Context: an optimization exercise on an open-source flow, tuned for a short achievable clock period. The choices shown serve that exercise and are no tape-out recipe. Function was checked by simulation only, so behaviour that the tests miss may differ from the original. Power figures rest on the tool's default switching activity, not on a simulated workload.

==> flow/design.v <==
module serial_interface (
    input         clk,
    input         rst_n,
    input  [3:0]  prog_nibble_in,
    input prog_nibble_in_valid,
    output [11:0] frame_addr,
    output [7:0]  frame_cmd,
    output [31:0] frame_wdata,
    output        frame_valid,
    input         frame_ready
);
    reg [3:0]  nibble_counter;
    reg [11:0] addr_reg;
    reg [7:0]  cmd_reg;
    reg [31:0] wdata_reg;
    reg        valid_reg;
    reg [3:0]  addr_nibbles [2:0];
    reg [3:0]  cmd_nibbles  [1:0];
    reg [3:0]  data_nibbles [7:0];
    integer i;
    always @(posedge clk or negedge rst_n) begin
        if (!rst_n) begin
            nibble_counter <= 4'd0;
            valid_reg <= 1'b0;
            for (i = 0; i < 3; i = i + 1) addr_nibbles[i] <= 4'd0;
            for (i = 0; i < 2; i = i + 1) cmd_nibbles[i] <= 4'd0;
            for (i = 0; i < 8; i = i + 1) data_nibbles[i] <= 4'd0;
        end
        else if (frame_ready || !valid_reg) begin
            if (nibble_counter > 4'd12) begin
                nibble_counter <= 4'd0;
                valid_reg <= 1'b1;
                addr_reg <= {addr_nibbles[2], addr_nibbles[1], addr_nibbles[0]};
                cmd_reg <= {cmd_nibbles[1], cmd_nibbles[0]};
                wdata_reg <= {
                    data_nibbles[7], data_nibbles[6], data_nibbles[5], data_nibbles[4],
                    data_nibbles[3], data_nibbles[2], data_nibbles[1], data_nibbles[0]
                };
            end
            else begin
                if (prog_nibble_in_valid) 
                nibble_counter <= nibble_counter + 4'd1;
                valid_reg <= 1'b0;
                case (nibble_counter)
                    4'd0: addr_nibbles[0] <= prog_nibble_in;
                    4'd1: addr_nibbles[1] <= prog_nibble_in;
                    4'd2: addr_nibbles[2] <= prog_nibble_in;
                    4'd3: cmd_nibbles[0] <= prog_nibble_in;
                    4'd4: cmd_nibbles[1] <= prog_nibble_in;
                    4'd5: data_nibbles[0] <= prog_nibble_in;
                    4'd6: data_nibbles[1] <= prog_nibble_in;
                    4'd7: data_nibbles[2] <= prog_nibble_in;
                    4'd8: data_nibbles[3] <= prog_nibble_in;
                    4'd9: data_nibbles[4] <= prog_nibble_in;
                    4'd10: data_nibbles[5] <= prog_nibble_in;
                    4'd11: data_nibbles[6] <= prog_nibble_in;
                    4'd12: data_nibbles[7] <= prog_nibble_in;
                endcase
            end
        end
    end
    assign frame_addr  = addr_reg;
    assign frame_cmd   = cmd_reg;
    assign frame_wdata = wdata_reg;
    assign frame_valid = valid_reg;
endmodule
module cmd_controller (
    input         clk,
    input         rst_n,
    input         frame_valid,
    input  [11:0] frame_addr,
    input  [7:0]  frame_cmd,
    input  [31:0] frame_wdata,
    output        frame_ready,
    output        cmd_start,
    output        cmd_busy,
    output [31:0] cmd_result,
    output        cmd_result_valid,
    output        cmd_error,
    output [1:0]  cmd_error_type,	
    input         serializer_busy,
    output [11:0] mem_addr,
    output [31:0] mem_wdata,
    input  [31:0] mem_rdata,
    output        mem_wen,
    output        mem_cen
);
    parameter [2:0] STATE_IDLE                  = 3'b000;
    parameter [2:0] STATE_DECODE                = 3'b001;
    parameter [2:0] STATE_EXECUTE               = 3'b010;
    parameter [2:0] STATE_MEM_ACCESS            = 3'b011;
    parameter [2:0] STATE_WAIT                  = 3'b100;
    parameter [2:0] STATE_DONE                  = 3'b101; 
    parameter [2:0] STATE_WAIT_SERIALIZER_DONE1 = 3'b110;
    parameter [2:0] STATE_WAIT_SERIALIZER_DONE2 = 3'b111;
    parameter [1:0] ERR_ADDR_OOR      = 2'b00;   
    parameter [1:0] ERR_DIV_ZERO      = 2'b01;   
    parameter [1:0] ERR_CMP_MISMATCH  = 2'b10;   
    parameter [7:0] CMD_FILL0    = 8'h00;   
    parameter [7:0] CMD_FILL1    = 8'h01;   
    parameter [7:0] CMD_WRITE    = 8'h02;   
    parameter [7:0] CMD_READ     = 8'h03;   
    parameter [7:0] CMD_WRITE_INC= 8'h04;   
    parameter [7:0] CMD_READ_SEQ = 8'h05;   
    parameter [7:0] CMD_INC_ACC  = 8'h06;   
    parameter [7:0] CMD_ADD      = 8'h10;   
    parameter [7:0] CMD_SUB      = 8'h11;   
    parameter [7:0] CMD_MUL      = 8'h12;   
    parameter [7:0] CMD_DIV      = 8'h13;   
    parameter [7:0] CMD_INV      = 8'h14;   
    parameter [7:0] CMD_AND      = 8'h15;   
    parameter [7:0] CMD_OR       = 8'h16;   
    parameter [7:0] CMD_XOR      = 8'h17;   
    parameter ADDR_WIDTH         = 12;      
    parameter DATA_WIDTH         = 32;      
    parameter MAX_MEM_ADDR       = 12'hFFF;  
    parameter ADDR_LIMIT_PLUS   = 12'hFFE;  
    parameter ADDR_LIMIT_MULT   = 12'hFFD;  
    reg [2:0]  state, next_state;
    reg [ADDR_WIDTH-1:0] addr_reg;         
    reg [7:0]            cmd_reg;          
    reg [DATA_WIDTH-1:0] wdata_reg;        
    reg [63:0]           result_reg;       
    reg                  result_valid_reg;  
    reg                  error_reg;         
    reg [1:0]            error_type_reg;   
    reg                  busy_reg;          
    reg [ADDR_WIDTH-1:0] counter;          
    reg [DATA_WIDTH-1:0] divident;         
    reg [ADDR_WIDTH-1:0] mem_addr_reg;     
    reg [DATA_WIDTH-1:0] mem_wdata_reg;    
    reg                  mem_wen_reg;      
    reg                  mem_cen_reg;      
    localparam integer DIV_C = 4;          
    localparam integer DIV_H = 1;          
    localparam integer DIV_HW = 16*(32-(28-4*DIV_C));
    wire [15*36-1:0]     dv_mf;
    wire [31:0]          dv_rmid;
    wire [4*DIV_C-1:0]   dv_qhi;
    wire [15:0]          dv_hge;
    wire [DIV_HW-1:0]    dv_hdf;
    reg  [15*36-1:0]     dv_mf_r;
    wire [16*8-1:0]      dv_fits;
    reg  [16*8-1:0]      dv_fits_r;
    reg  [31:0]          dv_rmid_r;
    reg  [4*DIV_C-1:0]   dv_qhi_r;
    reg  [15:0]          dv_hge_r;
    reg  [DIV_HW-1:0]    dv_hdf_r;
    wire [31:0]          dv_q;
    wire [31:0]          dv_r;
    reg  [47:0]          mul_p0_r;         
    reg  [47:0]          mul_p1_r;         
    wire [63:0]          mul_prod = {16'd0, mul_p0_r} + {mul_p1_r, 16'd0};
    reg                  sel_q;            
    reg                  sel_m;            
    div_p1 #(.C(DIV_C), .HALF(DIV_H)) u_div_p1 (
        .n(result_reg[31:0]), .d(mem_rdata),
        .mf(dv_mf), .rmid(dv_rmid), .qhi(dv_qhi), .hge(dv_hge), .hdf(dv_hdf),
        .fits(dv_fits));
    div_p2 #(.C(DIV_C), .HALF(DIV_H)) u_div_p2 (
        .rmid(dv_rmid_r), .qhi(dv_qhi_r), .hge(dv_hge_r), .hdf(dv_hdf_r),
        .fits(dv_fits_r), .mf(dv_mf_r), .q(dv_q), .r(dv_r));
    always @(posedge clk) begin
        dv_mf_r   <= dv_mf;
        dv_rmid_r <= dv_rmid;
        dv_qhi_r  <= dv_qhi;
        dv_fits_r <= dv_fits;
        dv_hge_r  <= dv_hge;
        dv_hdf_r  <= dv_hdf;
        mul_p0_r  <= result_reg[31:0] * mem_rdata[15:0];
        mul_p1_r  <= result_reg[31:0] * mem_rdata[31:16];
    end
    always @(posedge clk or negedge rst_n) begin
        if (!rst_n) begin
            state <= STATE_IDLE;
            addr_reg <= {ADDR_WIDTH{1'b0}};
            cmd_reg <= 8'd0;
            wdata_reg <= {DATA_WIDTH{1'b0}};
            result_reg <= 64'd0;
            result_valid_reg <= 1'b0;
            error_reg <= 1'b0;
            error_type_reg <= 2'd0;
            busy_reg <= 1'b0;
            counter <= {ADDR_WIDTH{1'b0}};
            mem_addr_reg <= {ADDR_WIDTH{1'b0}};
            mem_wdata_reg <= {DATA_WIDTH{1'b0}};
            mem_wen_reg <= 1'b0;
            mem_cen_reg <= 1'b0;
            divident <= {DATA_WIDTH{1'b0}};
            sel_q <= 1'b0;
            sel_m <= 1'b0;
        end
        else begin
            state <= next_state;   
            sel_q <= 1'b0;
            sel_m <= 1'b0;
            if (sel_m)
                result_reg <= mul_prod;
            if (sel_q)
                divident <= dv_r;
            case (state)
                STATE_IDLE: begin
                    if (frame_valid) begin
                        addr_reg <= frame_addr;
                        cmd_reg <= frame_cmd;
                        wdata_reg <= frame_wdata;
                        busy_reg <= 1'b1;                 
                        result_reg <= 64'd0;              
                        result_valid_reg <= 1'b0;         
                        error_reg <= 1'b0;                
                        divident <= {DATA_WIDTH{1'b0}};   
                        counter <= frame_addr;            
                    end
                end
                STATE_DECODE: begin
                    if (addr_reg >= ADDR_LIMIT_PLUS && 
                       (cmd_reg == CMD_ADD || cmd_reg == CMD_SUB)) begin
                        error_reg <= 1'b1;
                        error_type_reg <= ERR_ADDR_OOR;
                    end
                    else if (addr_reg >= ADDR_LIMIT_MULT && 
                            (cmd_reg == CMD_MUL || cmd_reg == CMD_DIV)) begin
                        error_reg <= 1'b1;
                        error_type_reg <= ERR_ADDR_OOR;
                    end
                end
                STATE_EXECUTE: begin
                    case (cmd_reg)
                        CMD_FILL0: begin   
                            mem_addr_reg <= counter;
                            mem_wdata_reg <= {DATA_WIDTH{1'b0}};
                            mem_wen_reg <= 1'b1;
                            mem_cen_reg <= 1'b1;
                            counter <= counter + 1'b1;
                        end
                        CMD_FILL1: begin   
                            mem_addr_reg <= counter;
                            mem_wdata_reg <= {DATA_WIDTH{1'b1}};
                            mem_wen_reg <= 1'b1;
                            mem_cen_reg <= 1'b1;
                            counter <= counter + 1'b1;
                        end
                        CMD_WRITE: begin   
                            mem_addr_reg <= addr_reg;
                            mem_wdata_reg <= wdata_reg;
                            mem_wen_reg <= 1'b1;
                            mem_cen_reg <= 1'b1;
                        end
                        CMD_READ: begin   
                            mem_addr_reg <= addr_reg;
                            mem_wen_reg <= 1'b0;   
                            mem_cen_reg <= 1'b1;
                        end
                        CMD_WRITE_INC: begin   
                            mem_addr_reg <= counter;
                            mem_wdata_reg <= wdata_reg;
                            mem_wen_reg <= 1'b1;
                            mem_cen_reg <= 1'b1;
                            counter <= counter + 1'b1;
                            wdata_reg <= wdata_reg + 1'b1;   
                        end
                        CMD_READ_SEQ: begin   
                            mem_addr_reg <= counter;
                            mem_wen_reg <= 1'b0;   
                            mem_cen_reg <= 1'b1;
                            counter <= counter + 1'b1;
                        end
                        CMD_INC_ACC: begin   
                            mem_addr_reg <= addr_reg;
                            mem_wen_reg <= 1'b0;   
                            mem_cen_reg <= 1'b1;
                        end
                        CMD_ADD, CMD_SUB, CMD_AND, CMD_OR, CMD_XOR: begin
                            mem_addr_reg <= counter;
                            mem_wen_reg <= 1'b0;   
                            if (counter <= addr_reg + 1) begin
                                mem_cen_reg <= 1'b1;
                            end
                            else begin
                                mem_cen_reg <= 1'b0;
                            end
                            counter <= counter + 1'b1;
                        end
                        CMD_MUL, CMD_DIV: begin
                            mem_addr_reg <= counter;
                            mem_wen_reg <= 1'b0;   
                            mem_cen_reg <= 1'b1;
                            counter <= counter + 1'b1;
                        end
                        CMD_INV: begin   
                            mem_addr_reg <= addr_reg;
                            mem_wen_reg <= 1'b0;   
                            mem_cen_reg <= 1'b1;
                        end
                    endcase
                end
                STATE_MEM_ACCESS: begin
                    mem_wen_reg <= 1'b0;
                    mem_cen_reg <= 1'b0;
                    if ((cmd_reg == CMD_ADD || cmd_reg == CMD_SUB || cmd_reg == CMD_MUL || 
                         cmd_reg == CMD_DIV || cmd_reg == CMD_AND || cmd_reg == CMD_OR ||
                         cmd_reg == CMD_XOR) && counter == addr_reg + 2) begin
                        result_reg <= {32'd0, mem_rdata};   
                    end
                end
                STATE_WAIT: begin
                    case (cmd_reg)
                        CMD_READ: begin   
                            result_reg <= {32'd0, mem_rdata};
                            result_valid_reg <= 1'b1;
                        end
                        CMD_READ_SEQ: begin   
                            result_reg <= {32'd0, mem_rdata};
                            result_valid_reg <= 1'b1;
                        end
                        CMD_INC_ACC: begin   
                            result_reg <= {32'd0, mem_rdata + 1'b1};
                            result_valid_reg <= 1'b1;
                            mem_wdata_reg <= mem_rdata + 1'b1;
                            mem_addr_reg <= addr_reg;
                            mem_wen_reg <= 1'b1;
                            mem_cen_reg <= 1'b1;
                        end
                        CMD_ADD: begin   
                            if (counter == addr_reg + 2) begin
                                mem_addr_reg <= addr_reg + 2;
                                mem_wdata_reg <= result_reg[31:0] + mem_rdata;
                                mem_wen_reg <= 1'b1;
                                mem_cen_reg <= 1'b1;
                            end
                        end
                        CMD_SUB: begin   
                            if (counter == addr_reg + 2) begin
                                mem_addr_reg <= addr_reg + 2;
                                mem_wdata_reg <= result_reg[31:0] - mem_rdata;
                                mem_wen_reg <= 1'b1;
                                mem_cen_reg <= 1'b1;
                            end
                        end
                        CMD_MUL: begin   
                            if (counter == addr_reg + 2) begin
                                mem_addr_reg <= addr_reg + 2;
                                sel_m <= 1'b1;   
                                mem_wen_reg <= 1'b1;
                                mem_cen_reg <= 1'b1;
                            end
                            else if (counter == addr_reg + 3) begin
                                mem_addr_reg <= addr_reg + 3;
                                mem_wdata_reg <= result_reg[63:32];
                                mem_wen_reg <= 1'b1;
                                mem_cen_reg <= 1'b1;
                            end
                        end
                        CMD_DIV: begin   
                            if (counter == addr_reg + 2 && !error_reg) begin
                                if (mem_rdata == {DATA_WIDTH{1'b0}}) begin
                                    error_reg <= 1'b1;
                                    error_type_reg <= ERR_DIV_ZERO;
                                end
                                else begin
                                    mem_addr_reg <= addr_reg + 2;
                                    sel_q <= 1'b1;   
                                    mem_wen_reg <= 1'b1;
                                    mem_cen_reg <= 1'b1;
                                end
                            end
                            else if (counter == addr_reg + 3 && !error_reg) begin
                                mem_addr_reg <= addr_reg + 3;
                                mem_wdata_reg <= divident;
                                mem_wen_reg <= 1'b1;
                                mem_cen_reg <= 1'b1;
                            end
                        end
                        CMD_INV: begin   
                            result_reg <= {32'd0, ~mem_rdata};
                            result_valid_reg <= 1'b1;
                            mem_wdata_reg <= ~mem_rdata;
                            mem_addr_reg <= addr_reg;
                            mem_wen_reg <= 1'b1;
                            mem_cen_reg <= 1'b1;
                        end
                        CMD_AND: begin   
                            if (counter == addr_reg + 2) begin
                                mem_addr_reg <= addr_reg + 2;
                                mem_wdata_reg <= result_reg[31:0] & mem_rdata;
                                mem_wen_reg <= 1'b1;
                                mem_cen_reg <= 1'b1;
                            end
                        end
                        CMD_OR: begin   
                            if (counter == addr_reg + 2) begin
                                mem_addr_reg <= addr_reg + 2;
                                mem_wdata_reg <= result_reg[31:0] | mem_rdata;
                                mem_wen_reg <= 1'b1;
                                mem_cen_reg <= 1'b1;
                            end
                        end
                        CMD_XOR: begin   
                            if (counter == addr_reg + 2) begin
                                mem_addr_reg <= addr_reg + 2;
                                mem_wdata_reg <= result_reg[31:0] ^ mem_rdata;
                                mem_wen_reg <= 1'b1;
                                mem_cen_reg <= 1'b1;
                            end
                        end
                    endcase
                end
                STATE_WAIT_SERIALIZER_DONE1: begin
                    result_valid_reg <= 1'b0;   
                end
                STATE_WAIT_SERIALIZER_DONE2: begin
                end
                STATE_DONE: begin
                    result_valid_reg <= 1'b0;   
                    busy_reg <= 1'b0;           
                    mem_wen_reg <= 1'b0;        
                    mem_cen_reg <= 1'b0;        
                end
            endcase
        end
    end
    always @(*) begin
        next_state = state;   
        case (state)
            STATE_IDLE: 
                if (frame_valid) 
                    next_state = STATE_DECODE;
            STATE_DECODE: 
                next_state = STATE_EXECUTE;
            STATE_EXECUTE: 
                if ((cmd_reg == CMD_FILL0 || cmd_reg == CMD_FILL1) && 
                    counter < MAX_MEM_ADDR) 
                    next_state = STATE_EXECUTE;
                else if (cmd_reg == CMD_WRITE_INC && counter < MAX_MEM_ADDR)
                    next_state = STATE_EXECUTE;
                else if ((cmd_reg == CMD_ADD || cmd_reg == CMD_SUB || cmd_reg == CMD_MUL || 
                         cmd_reg == CMD_DIV || cmd_reg == CMD_AND || cmd_reg == CMD_OR || 
                         cmd_reg == CMD_XOR) && counter < addr_reg + 1)
                    next_state = STATE_EXECUTE;
                else
                    next_state = STATE_MEM_ACCESS;
            STATE_MEM_ACCESS: 
                next_state = STATE_WAIT;
            STATE_WAIT: 
                if (cmd_reg == CMD_READ_SEQ && counter <= MAX_MEM_ADDR && counter != 0)
                    next_state = STATE_WAIT_SERIALIZER_DONE1;
                else if ((cmd_reg == CMD_ADD || cmd_reg == CMD_SUB || cmd_reg == CMD_MUL || 
                         cmd_reg == CMD_DIV || cmd_reg == CMD_AND || cmd_reg == CMD_OR || 
                         cmd_reg == CMD_XOR) && counter == addr_reg + 2)
                    next_state = STATE_EXECUTE;
                else if (cmd_reg == CMD_MUL && counter == addr_reg + 3)
                    next_state = STATE_EXECUTE;
                else if (cmd_reg == CMD_DIV && counter == addr_reg + 3 && !error_reg)
                    next_state = STATE_EXECUTE;
                else
                    next_state = STATE_DONE;
            STATE_WAIT_SERIALIZER_DONE1:
                next_state = STATE_WAIT_SERIALIZER_DONE2;
            STATE_WAIT_SERIALIZER_DONE2:
                if (!serializer_busy)
                    next_state = STATE_EXECUTE;
            STATE_DONE: 
                next_state = STATE_IDLE;
            default:
                next_state = STATE_IDLE;
        endcase
    end
    assign frame_ready = (state == STATE_IDLE);       
    assign cmd_start = (state == STATE_DECODE);       
    assign cmd_busy = busy_reg;                       
    assign cmd_result = result_reg[31:0];             
    assign cmd_result_valid = result_valid_reg;       
    assign cmd_error = error_reg;                     
    assign cmd_error_type = error_type_reg;           
    assign mem_addr = mem_addr_reg;
    assign mem_wdata = sel_q ? dv_q : (sel_m ? mul_prod[31:0] : mem_wdata_reg);
    assign mem_wen = mem_wen_reg;
    assign mem_cen = mem_cen_reg;
endmodule
module div_sub #(parameter integer S = 0) (
    input  [31:0]      rin,
    input  [15:0]      fit,
    input  [15*36-1:0] mf,
    output [15:0]      ge,
    output [16*(32-S)-1:0] df
);
    localparam integer W = 32 - S;
    assign ge[0] = 1'b1;
    assign df[W-1:0] = rin[31:S];
    genvar m;
    generate
        for (m = 1; m < 16; m = m + 1) begin : g_m
            wire [35:0] md = mf[36*(m-1) +: 36];
            wire [W:0]  dd = {1'b0, rin[31:S]} - {1'b0, md[W-1:0]};
            assign ge[m] = fit[m] & ~dd[W];
            assign df[W*m +: W] = dd[W-1:0];
        end
    endgenerate
endmodule
module div_fit #(parameter integer S = 0) (
    input  [31:0] d,
    output [15:0] fit
);
    localparam integer W = 32 - S;
    assign fit[0] = 1'b1;
    genvar m, i;
    generate
        for (m = 1; m < 16; m = m + 1) begin : g_m
            localparam [31:0] LIM = ((33'd1 << W) - 33'd1) / m;
            wire [31:0] le;
            assign le[0] = LIM[0] | ~d[0];
            for (i = 1; i < 32; i = i + 1) begin : g_i
                if (LIM[i]) begin : g_one
                    assign le[i] = ~d[i] | le[i-1];
                end else begin : g_zero
                    assign le[i] = ~d[i] & le[i-1];
                end
            end
            assign fit[m] = le[31];
        end
    endgenerate
endmodule
module div_sel #(parameter integer S = 0) (
    input  [31:0]      rin,
    input  [15:0]      ge,
    input  [16*(32-S)-1:0] df,
    output [31:0]      rout,
    output [3:0]       qd
);
    localparam integer W = 32 - S;
    wire [15:0] sel = ge & ~{1'b0, ge[15:1]};
    reg [W-1:0] nt;
    integer k;
    always @(*) begin
        nt = {W{1'b0}};
        for (k = 0; k < 16; k = k + 1)
            nt = nt | ({W{sel[k]}} & df[W*k +: W]);
    end
    assign qd[3] = ge[8];
    assign qd[2] = (ge[4] & ~ge[8]) | ge[12];
    assign qd[1] = (ge[2] & ~ge[4]) | (ge[6] & ~ge[8]) | (ge[10] & ~ge[12]) | ge[14];
    assign qd[0] = (ge[1] & ~ge[2]) | (ge[3] & ~ge[4]) | (ge[5] & ~ge[6]) | (ge[7] & ~ge[8]) |
                   (ge[9] & ~ge[10]) | (ge[11] & ~ge[12]) | (ge[13] & ~ge[14]) | ge[15];
    generate
        if (S > 0) begin : g_lo
            assign rout = {nt, rin[S-1:0]};
        end else begin : g_nolo
            assign rout = nt;
        end
    endgenerate
endmodule
module div_multiples (
    input  [31:0]      d,
    output [15*36-1:0] mf
);
    wire [35:0] m1  = {4'd0, d};
    wire [35:0] m2  = m1 << 1;
    wire [35:0] m4  = m1 << 2;
    wire [35:0] m8  = m1 << 3;
    wire [35:0] m16 = m1 << 4;
    wire [35:0] m3  = m2 + m1;
    wire [35:0] m5  = m4 + m1;
    wire [35:0] m6  = m4 + m2;
    wire [35:0] m7  = m8 - m1;
    wire [35:0] m9  = m8 + m1;
    wire [35:0] m10 = m8 + m2;
    wire [35:0] m11 = m8 + m2 + m1;
    wire [35:0] m12 = m8 + m4;
    wire [35:0] m13 = m8 + m4 + m1;
    wire [35:0] m14 = m16 - m2;
    wire [35:0] m15 = m16 - m1;
    assign mf = {m15, m14, m13, m12, m11, m10, m9, m8, m7, m6, m5, m4, m3, m2, m1};
endmodule
module div_p1 #(parameter integer C = 5, parameter integer HALF = 0) (
    input  [31:0]      n,
    input  [31:0]      d,
    output [15*36-1:0] mf,
    output [31:0]      rmid,
    output [4*C-1:0]   qhi,
    output [15:0]      hge,
    output [16*(32-(28-4*C))-1:0] hdf,
    output [16*8-1:0]  fits
);
    div_multiples u_m (.d(d), .mf(mf));
    genvar j;
    generate
        for (j = 0; j < 8; j = j + 1) begin : g_f
            div_fit #(.S(28 - 4*j)) u_f (.d(d), .fit(fits[16*j +: 16]));
        end
    endgenerate
    wire [32*(C+1)-1:0] rr;
    assign rr[31:0] = n;
    generate
        for (j = 0; j < C; j = j + 1) begin : g_s
            localparam integer S = 28 - 4*j;
            wire [15:0]         ge;
            wire [16*(32-S)-1:0] df;
            div_sub #(.S(S)) u_sub (.rin(rr[32*j +: 32]), .fit(fits[16*j +: 16]), .mf(mf), .ge(ge), .df(df));
            div_sel #(.S(S)) u_sel (.rin(rr[32*j +: 32]), .ge(ge), .df(df),
                                    .rout(rr[32*(j+1) +: 32]), .qd(qhi[4*(C-1-j) +: 4]));
        end
        if (HALF) begin : g_h
            div_sub #(.S(28 - 4*C)) u_sub (.rin(rr[32*C +: 32]), .fit(fits[16*C +: 16]), .mf(mf), .ge(hge), .df(hdf));
        end else begin : g_nh
            assign hge = 16'd0;
            assign hdf = {(16*(32-(28-4*C))){1'b0}};
        end
    endgenerate
    assign rmid = rr[32*C +: 32];
endmodule
module div_p2 #(parameter integer C = 4, parameter integer HALF = 0) (
    input  [31:0]      rmid,
    input  [4*C-1:0]   qhi,
    input  [15:0]      hge,
    input  [16*(32-(28-4*C))-1:0] hdf,
    input  [16*8-1:0]  fits,
    input  [15*36-1:0] mf,
    output [31:0]      q,
    output [31:0]      r
);
    localparam integer L = 8 - C;
    wire [32*(L+1)-1:0] rr;
    wire [4*L-1:0]      qlo;
    assign rr[31:0] = rmid;
    genvar j;
    generate
        for (j = 0; j < L; j = j + 1) begin : g_s
            localparam integer S = 28 - 4*(C+j);
            wire [15:0]          ge;
            wire [16*(32-S)-1:0] df;
            if (HALF && j == 0) begin : g_h
                assign ge = hge;
                assign df = hdf;
            end else begin : g_f
                div_sub #(.S(S)) u_sub (.rin(rr[32*j +: 32]), .fit(fits[16*(C+j) +: 16]), .mf(mf), .ge(ge), .df(df));
            end
            div_sel #(.S(S)) u_sel (.rin(rr[32*j +: 32]), .ge(ge), .df(df),
                                    .rout(rr[32*(j+1) +: 32]), .qd(qlo[4*(L-1-j) +: 4]));
        end
    endgenerate
    assign q = {qhi, qlo};
    assign r = rr[32*L +: 32];
endmodule
module output_serializer (
    input         clk,
    input         rst_n,
    input  [31:0] data_in,
    input         data_valid,
    input         cmd_busy,
    output [3:0]  serial_out,
    output        serial_valid,
    output        serializer_busy
);
    reg [2:0]  nibble_counter;
    reg [31:0] data_reg;
    reg        valid_reg;
    reg        busy_reg;
    always @(posedge clk or negedge rst_n) begin
        if (!rst_n) begin
            nibble_counter <= 3'd0;
            data_reg <= 32'd0;
            valid_reg <= 1'b0;
            busy_reg <= 1'b0;
        end
        else begin
            if (data_valid && !busy_reg) begin
                data_reg <= data_in;
                nibble_counter <= 3'd0;
                valid_reg <= 1'b1;
                busy_reg <= 1'b1;
            end
  	    else if (busy_reg ) begin
                if (nibble_counter == 3'd7) begin
                    nibble_counter <= 3'd0;
                    valid_reg <= 1'b0;
                    busy_reg <= 1'b0;
                end
                else begin
                    nibble_counter <= nibble_counter + 3'd1;
                    valid_reg <= 1'b1;
                end
                data_reg <= {4'd0, data_reg[31:4]};
            end
            else begin
                valid_reg <= 1'b0;
            end
        end
    end
    assign serial_out = data_reg[3:0];
    assign serial_valid = valid_reg;
    assign serializer_busy = busy_reg;
endmodule
module done_generator (
    input         clk,
    input         rst_n,
    input         cmd_start,
    input         cmd_busy,
    input         cmd_error,
    input  [1:0]  cmd_error_type,
    output        prog_done
);
    reg done_reg;
    reg [1:0] pulse_counter;
    reg error_pulse;
    always @(posedge clk or negedge rst_n) begin
        if (!rst_n) begin
            done_reg <= 1'b0;
            pulse_counter <= 2'd0;
            error_pulse <= 1'b0;
        end
        else begin
            if (cmd_busy && !cmd_start) begin
                if (cmd_error) begin
                    error_pulse <= 1'b1;
                    pulse_counter <= 2'd2;
                    done_reg <= 1'b1;
                end
                else begin
                    pulse_counter <= 2'd1;
                end
            end
            else if (pulse_counter > 0) begin
                pulse_counter <= pulse_counter - 2'd1;
                if (pulse_counter == 2'd1) begin
                    done_reg <= 1'b1;
                    error_pulse <= 1'b0;
                end
            end
            else begin
                done_reg <= 1'b0;
            end
        end
    end
    assign prog_done = done_reg;
endmodule
`timescale 1ns/1ps
module cpu_top (
    input         clk,
    input         rst_n,
    input  [3:0]  prog_nibble_in,
    input prog_nibble_in_valid,
    output [3:0]  prog_nibble_out,
    output        prog_out_valid,
    output        prog_done,
    output [11:0] mem_addr,
    output [31:0] mem_wdata,
    input  [31:0] mem_rdata,
    output        mem_wen,
    output        mem_cen
);
    wire [11:0] frame_addr;
    wire [7:0]  frame_cmd;
    wire [31:0] frame_wdata;
    wire        frame_valid;
    wire        frame_ready;
    wire        cmd_start;
    wire        cmd_busy;
    wire [31:0] cmd_result;
    wire        cmd_result_valid;
    wire        cmd_error;
    wire [1:0]  cmd_error_type;
    wire        serializer_busy;
    serial_interface u_serial_if (
        .clk            (clk),
        .rst_n          (rst_n),
        .prog_nibble_in (prog_nibble_in),
        .prog_nibble_in_valid (prog_nibble_in_valid),
        .frame_addr     (frame_addr),
        .frame_cmd      (frame_cmd),
        .frame_wdata    (frame_wdata),
        .frame_valid    (frame_valid),
        .frame_ready    (frame_ready)
    );
    cmd_controller u_cmd_ctrl (
        .clk                (clk),
        .rst_n              (rst_n),
        .frame_valid        (frame_valid),
        .frame_addr         (frame_addr),
        .frame_cmd          (frame_cmd),
        .frame_wdata        (frame_wdata),
        .frame_ready        (frame_ready),
        .cmd_start          (cmd_start),
        .cmd_busy           (cmd_busy),
        .cmd_result         (cmd_result),
        .cmd_result_valid   (cmd_result_valid),
        .cmd_error          (cmd_error),
        .cmd_error_type     (cmd_error_type),
	.serializer_busy    (serializer_busy),
        .mem_addr           (mem_addr),
        .mem_wdata          (mem_wdata),
        .mem_rdata          (mem_rdata),
        .mem_wen            (mem_wen),
        .mem_cen            (mem_cen)
    );
    output_serializer u_out_serializer (
        .clk                (clk),
        .rst_n              (rst_n),
        .data_in            (cmd_result),
        .data_valid         (cmd_result_valid),
        .cmd_busy           (cmd_busy),
        .serial_out         (prog_nibble_out),
        .serial_valid       (prog_out_valid),
        .serializer_busy    (serializer_busy)
    );
    done_generator u_done_gen (
        .clk            (clk),
        .rst_n          (rst_n),
        .cmd_start      (cmd_start),
        .cmd_busy       (cmd_busy),
        .cmd_error      (cmd_error),
        .cmd_error_type (cmd_error_type),
        .prog_done      (prog_done)
    );
endmodule
==> flow/flow/run.sh <==
#!/bin/bash
# Standard layout, with timing repair asked for a large setup margin so that
# the resizer keeps working on the critical paths although the 150 ns clock
# is met by far.  Each tool's output stays in orfs/logs; make's own output
# goes to flow_make.log.
set -euo pipefail
MARGIN=${MARGIN:-107}
bash standard.sh SETUP_SLACK_MARGIN=$MARGIN finish > flow_make.log 2>&1
==> flow/standard.sh <==
#!/bin/bash
# synth_recipe.tcl (not shown) runs the flow's synth.tcl, then flattens the netlist and writes it again
# the make line also repeats each setting of config.mk as NAME=value (left out here)
make -C /OpenROAD-flow-scripts/flow DESIGN_CONFIG=/design/flow/config.mk WORK_HOME=/design/flow/orfs CLKGATE_MAP_FILE= SYNTH_SCRIPT=/design/flow/synth_recipe.tcl "${@:-finish}"
==> flow/config.mk <==
export PLATFORM = sky130hd
export DESIGN_NAME = cpu_top
export DESIGN_NICKNAME = cpu_top
export VERILOG_FILES = /design/flow/design.v
export SDC_FILE = /design/flow/constraint.sdc
export NUM_CORES = 4
export LEC_CHECK = 0
export CAP_MARGIN = 40
export CORE_MARGIN = 2
export CORE_UTILIZATION = 35
export SLEW_MARGIN = 40
==> flow/constraint.sdc <==
create_clock -name core_clock -period 150.0 [get_ports {clk}]
set_input_delay 30.0000 -clock core_clock [delete_from_list [all_inputs] [get_ports {clk}]]
set_output_delay 30.0000 -clock core_clock [all_outputs]
set_load 0.01 [all_outputs]
==> notes.md <==
-- path summary, 6_finish.rpt --
path / endpoint / slack [ns] / cells after the start
max reg2reg: u_cmd_ctrl.divident[8]$_DFF_PN0_ / 135.36 / 58
min reg2reg: u_serial_if.addr_reg[7]$_DFFE_PP_ / 0.43 / 0
min: u_serial_if.addr_reg[7]$_DFFE_PP_ / 0.43 / 0
min in group asynchronous: u_cmd_ctrl.mem_addr_reg[3]$_DFFE_PN0P_ / 29.04 / 1
max: mem_wdata[0] / 106.13 / 56
max in group asynchronous: u_out_serializer.busy_reg$_DFF_PN0_ / 118.42 / 4
-- cell families (layout without fill, tap and decap cells) --
kind of cell,after synthesis,in the layout,share of synthesized area (%)
compound gates,7040,7041,26.3
xor+xnor,1911,1911,9.47
fa+ha+maj,3461,3461,28.3
buf+inv,2574,3532,5.50
flops,1070,1070,13.3
mux,134,134,0.826
other cells,0,83,0
simple gates,6188,6190,16.3
-- critical path: cells and delay by family (launching register included) --
family,cells,cell delay (ns)
compound gates,30,6.52
buf+inv,14,2.41
simple gates,8,1.93
fa+ha+maj,4,1.40
flops,1,0.53
-- cells in the final DEF, fill, tap and decap left out, types with 323 or more instances in the layout --
master | synthesis | routed
inv_1 | 1906 | 1833
a21oi_1 | 1849 | 1672
ha_1 | 2563 | 2352
nor2_1 | 1730 | 1682
nand3_1 | 456 | 441
dfxtp_1 | 708 | 703
fa_1 | 897 | 892
nand2_1 | 2005 | 1983
buf_4 | 5 | 1049
o21ai_0 | 1353 | 1101
o21a_1 | 333 | 323
nor3_1 | 406 | 353
xor2_1 | 587 | 575
a21o_1 | 841 | 833
xnor2_1 | 1324 | 1301
-- repair_timing --
item	in CTS	in global routing
setup endpoints to repair	278	150
setup buffers	270	327
cloned	22	6
gates resized for setup	965	944
pin swaps	257	496
-- per-layer routing --
metal | routed length [um] | share of wire [%] | vias to the layer above
met2 | 400000 | 39 | 12400
met1 | 386000 | 38 | 93300
met5 | 399 | 0.039 | -
li1 | - | - | 82400
met4 | 93400 | 9.2 | 58
met3 | 137000 | 13 | 2901
-- where the power goes --
| part | internal, W | total, W | switching (W) |
|---|---|---|---|
| logic | 0.00147 | 0.00396 | 0.00249 |
| clock network | 0.000202 | 0.000357 | 0.000155 |
| registers | 0.000402 | 0.000486 | 0.0000848 |
| total | 0.00208 | 0.00481 | 0.00273 |
-- final cells by class --
cell class | count | area, um2 | share of cell area (%)
Antenna cell | 83 | 208 | 0.0993
Clock buffer | 179 | 3820 | 1.83
Clock inverter | 65 | 848 | 0.406
Inverter | 1930 | 7380 | 3.53
Multi-Input combinational cell | 18700 | 153000 | 72.9
Sequential cell | 1070 | 23500 | 11.3
Tap cell | 6681 | 8360 | 4.00
Timing Repair Buffer | 1357 | 12400 | 5.95
Timing Repair inverter | 1 | 16.3 | 0.00778
-- metrics by stage --
stage	utilization, %	power [W]	worst slack (ns)	area, um2
global route	41.6	0.00507	105.95	209000
floorplan	-	0.00293	106.70	177000
detailed placement	37.8	0.00404	102.10	190000
global placement	37.7	0.00403	102.04	189000
CTS	40.2	0.00453	106.29	202000
finish	41.7	0.00481	106.13	209000
==> notes.md <==
Netlist cell types=113; dpl hpwl=767 mm; core area=0.502 mm2; Commonest cells post-synth=2563 x ha_1, 2005 x nand2_1, 1906 x inv_1; CP startpoint=u_cmd_ctrl.dv_mf_r[504]$_DFF_P_; FF-to-FF Start=u_cmd_ctrl.dv_hge_r[8]$_DFF_P_; met2 Track Usage GR=53.5%; hold_buf cts=0; CP endpoint kind=primary output; Cells after Synth=22400; CP Class=reg2out; Worst Tran Pin Value=1.02 ns; EDFF count, synth=52; TritonCTS clock tree=done; max_slew headroom=31.1%; final wirelength=1020 mm; area share of the largest cell type after synthesis=18.2%; Largest stage delay, worst path=0.57 ns; clk latency of the worst-skew pair=0.91 ns; most common cell in the synthesized netlist=ha_1; initial antenna violation count=137; clock tree root buffer cell=clkbuf_16; number of global-route vias before repair=179000; Die Width=714 um; fillers=50700; clock tree sinks=1070; DRC violations left=0; final worst path period need=43.87 ns; Final setup viols=0; maximum vdd drop=0.0000269 V; drt wl/cell=33.8 um; Max Cap Viol=0; Yosys warnings=15; final hold vios=0; Avg Vias per Cell=6.35; cell area power density=23.0 mW/mm2; first-pass detailed-route iteration total=9; area leader, netlist=ha_1; run status=no timing/DRC/antenna violations; grt ovf=0; Hold WS=0.430 ns; WP data arrival=13.87 ns; Tightest Hold Check Type=reg2reg; synth top area cells=ha_1 18%, fa_1 10%, dfxtp_1 8.0%, xnor2_1 6.6%, a21oi_1 5.2%; overall routing resource usage=38.0%; largest net degree at the start of global routing=76; CP max FO=24; H-tree depth=4; syn nets=25900; Non-Filler Instances=30100; post-route ant nets=0; Leak=94.4 nW; Primary FF master, synth=dfxtp_1; CTS Buffer Depth=4; Final Cycle Share=29.2%; Final Slew Violations=0; Yosys reg bits=1070; I/O pin count=91; Seq/Total Area, Yosys=13.3%; first-pass GRT wire length=1380 mm; unrepaired setup endpoints after global routing=true; M3 GR Usage=12.5%; via count=191000; CP max-delay cell=fa_1; Largest register FFs=286; Setup TNS=0 ns; Port Buf Inserts=90; mapped cell area=0.177 mm2; CP required=120.00 ns; final net count=26700; placed cells=29100; Std-Cell Rows=260; Die Ht=714 um; Num CTS Buffers=135; layout cells sized above 1=13.4%; min-delay src=u_serial_if.addr_nibbles[1][3]$_DFFE_PN0P_; Syn Area/Cell=7.89 um2; Top Usage Layer GRT=met2; die area=0.510 mm2; CP most frequent cell=buf_12; initial drt markers=24700; Worst setup SP type=register; M1 GR Usage=47.7%; asr flop ratio synth=29.0%; top achievable clock speed=22.8 MHz; initial core utilization=35.2%; synthesis-to-finish area growth=18.4%; Worst-path clk slew=0.08 ns; routability cong.=1.07; Fin Clk Skew=0.0853 ns

## port drivers added, routing unchanged
In the flow no input, the clock included, has a driving cell. The finished layout below was timed again as built, in two steps.
Step 1 assumes that a clkbuf_16 drives the clock port and a buf_2 every other input.
Step 2 moves the port delays by t, midway between the first and last clock arrival at a register: inputs arrive t later, outputs are due t later. That takes back most of the time a late clock gives input paths.
a / b / c = ideal / step 1 / step 2; a / b = the first two.
shift t [ns]: 0.957
slack for setup (ns): 106.126 / 106.035 / 105.887
worst register clock-pin slew, ns: 0.08 / 0.08
worst slew at a driven data input, ns: 0.31
After both steps setup and hold are still met in this run. For this run, drivers alone change the setup slack by -0.091 ns; drivers and shift together by -0.239 ns.
